From an optimization exercise on the open Yosys and OpenROAD flow, aimed at small area, a short achievable clock period and few clock cycles per item; shortcuts taken in it are not production practice.
Only simulation tests tie the RTL to the original design; equivalence was not proved.
The flow treats the clock pin as an ideal source. Dropping or thinning the clock tree relies on that and would not hold on a real chip.
No activity file was given, so power comes from the tool's default toggle rates.

## build 82
Design CompMul, start of the top module:
module CompMul(
	input [31:0] Multiplicand_input,
	input [31:0] Multiplier_input,
	input run,
	input rst,
	input clk,
	output ready,
	output [63:0] Product_output
	);
export LEC_CHECK = 0
export CAP_MARGIN = 20
export CORE_MARGIN = 2
export CORE_UTILIZATION = 65
export CTS_BUF_LIST = sky130_fd_sc_hd__clkbuf_16
export CTS_CLUSTER_DIAMETER = 300
export CTS_CLUSTER_SIZE = 40
export SLEW_MARGIN = 20
export SYNTH_HIERARCHICAL = 1
export SYNTH_MINIMUM_KEEP_SIZE = 0
create_clock -name core_clock -period 10.0 [get_ports {clk}]
standard.sh (not shown) runs the stock make flow with config.mk's settings and CLKGATE_MAP_FILE= SYNTH_SCRIPT=/design/flow/synth_recipe.tcl, a recipe that flattens the netlist after the stock synthesis.
==> flow/flow/run.sh <==
#!/bin/bash
# Own layout flow: the standard layout (standard.sh) with these changes:
#  - the port buffers that buffer_ports inserts are of the cell named in flow/knobs
#    (PORT_BUF) instead of the default pick;
#  - repair_timing aims for the setup margin named in flow/knobs (SETUP_MARGIN);
#  - the clock tree step runs flow/cts_manual.tcl: the clock port drives
#    CLOCK_ROOTS clkbuf_16 buffers, each driving CLOCK_LEAVES clkbuf_16 buffers that
#    drive the registers of one region each (every register two buffers away),
#    instead of TritonCTS's tree (then the same repair as ORFS's step).
# Each make run writes its full output to a log file of its own in this folder;
# ORFS's own per-step logs stay under orfs/logs/.
set -euo pipefail
source flow/knobs
export OWN_FLOW_DIR="$PWD/flow"
export CLOCK_ROOTS CLOCK_LEAVES
ARGS=("BUFFER_PORTS_ARGS=-buffer_cell $PORT_BUF" "SETUP_SLACK_MARGIN=$SETUP_MARGIN")
bash standard.sh "${ARGS[@]}" place > make_place.log 2>&1
bash standard.sh "${ARGS[@]}" run RUN_SCRIPT="$PWD/flow/cts_manual.tcl" RUN_LOG_NAME_STEM=4_1_cts > make_cts.log 2>&1
bash standard.sh "${ARGS[@]}" finish > make_finish.log 2>&1
==> flow/flow/knobs <==
PORT_BUF=sky130_fd_sc_hd__buf_1
SETUP_MARGIN=7.05
CLOCK_ROOTS=4
CLOCK_LEAVES=2
Other scripts of this flow, unchanged in this note and not shown: flow/flow/cts_manual.tcl, flow/flow/mktree.tcl
Testbench counts of build 82, summed over its fixed seeds: cycles 14,400, items 2,400.
diff inputs: build 82 => build 23
Settings: a change of CORE_UTILIZATION from 65 to 55.
==> flow/flow/knobs <==
PORT_BUF=sky130_fd_sc_hd__buf_1
SETUP_MARGIN=7.05
CLOCK_ROOTS=4
CLOCK_LEAVES=4
==> comparison <==
- Build 23 vs build 82: wire length after detailed routing down by a few percent
- The higher power density normalized to cell area came out of build 23.
- Build 23 vs build 82, sum of routed wire segments on met1 went up by about 5%.
- Final net count of build 23 exceeds that of build 82 slightly.
- The higher internal power summed over all cells came out of build 23.
- Setup slack after layout on build 23 is ahead of build 82.
- Higher area growth from synthesis to final layout among build 23 and build 82: build 23
- [compare] base=build 82 new=build 23: final core area utilization went down 10 points; die area went up 3800 µm²; post-layout total power went up 170 µW.
The following lists how build 67 was set up differently from build 23:
==> flow/flow/knobs <==
PORT_BUF=sky130_fd_sc_hd__buf_1
SETUP_MARGIN=7.05
CLOCK_ROOTS=4
CLOCK_LEAVES=2
Findings:
[diff] first-pass GRT wire length, build 67 relative to build 23: improvement. Build 67: net switching power 3.6% below build 23. Looking at met3 routing resource usage after global routing, build 67 sits below build 23. Cmp build 67 and build 23 / largest vdd supply drop / lower: build 67. Diff build 23 -> build 67: clock group power decreased by 29% relative to the old numbers, fraction of power consumed by combinational cells increased by 3.1 points relative to the old numbers, post-route fraction of the period consumed by the critical path closely matched the old numbers. [build 67] utilization after layout fell 0.84 points relative to build 23. Buffering stage count on the worst path with inverters included: build 67 higher than build 23.
Input changes introduced in build 95 (baseline for comparison: build 67):
==> flow/flow/knobs <==
PORT_BUF=sky130_fd_sc_hd__buf_2
SETUP_MARGIN=7.0
CLOCK_ROOTS=4
CLOCK_LEAVES=2
## What came out
Delta (build 95 minus build 67): post-synthesis to final-layout area growth has increased; flop-to-flop setup slack down 40 ps; combined buffer and inverter count along the critical path down 1.
--- input diff build 95..build 10 ---
Settings: CORE_UTILIZATION: 55 -> 40.
==> flow/flow/knobs <==
PORT_BUF=sky130_fd_sc_hd__buf_1
SETUP_MARGIN=6.9
CLOCK_ROOTS=4
CLOCK_LEAVES=2
## What came out
- Cells: build 10 has more instances than build 95
- Number of gates given a new drive strength after cts, build 95 and build 10: larger value in build 95
- Compare build 95 and build 10 | floorplan die area higher: build 10
- On area of the core, build 10 does worse than build 95.
- The higher time the worst path needs with I/O delays and setup of build 95 and build 10 is in build 10.
- Compared to build 95, build 10 has post-route fraction of the period consumed by the critical path 0.16 points higher.
- Relative to build 95, leakage component of the power has gone down in build 10.
In every run of this note, the design's own scripts or RTL, not TritonCTS, make the clock network.

## static timing again, ports no longer ideal
Ports are ideal in the flow. The routed layouts listed here were re-timed in OpenROAD. Step 1 assumes that a clkbuf_16 drives the clock port and a buf_2 every other input. Step 2 times the ports against the registers' clock, not the clock port: input delays grow and output delays shrink by t, the midpoint of the rising clock arrivals with the driver on. Three values: no drivers, after step 1, after step 2; two values: the first two.
| run | t (ns) | setup slack, ns | worst data-port slew with drivers (ns) |
|---|---|---|---|
| build 82 | 0.381 | 7.059 / 6.955 / 6.834 | 0.06 |
| build 23 | 0.387 | 7.091 / 6.989 / 6.863 | 0.06 |
| build 67 | 0.388 | 7.083 / 6.984 / 6.864 | 0.06 |
| build 95 | 0.389 | 7.038 / 6.975 / 6.910 | 0.06 |
| build 10 | 0.384 | 7.022 / 6.930 / 6.904 | 0.06 |
After both steps setup and hold are still met in every run listed. For build 23, which loses most, drivers alone change the setup slack by -0.102 ns; drivers and shift together by -0.228 ns.
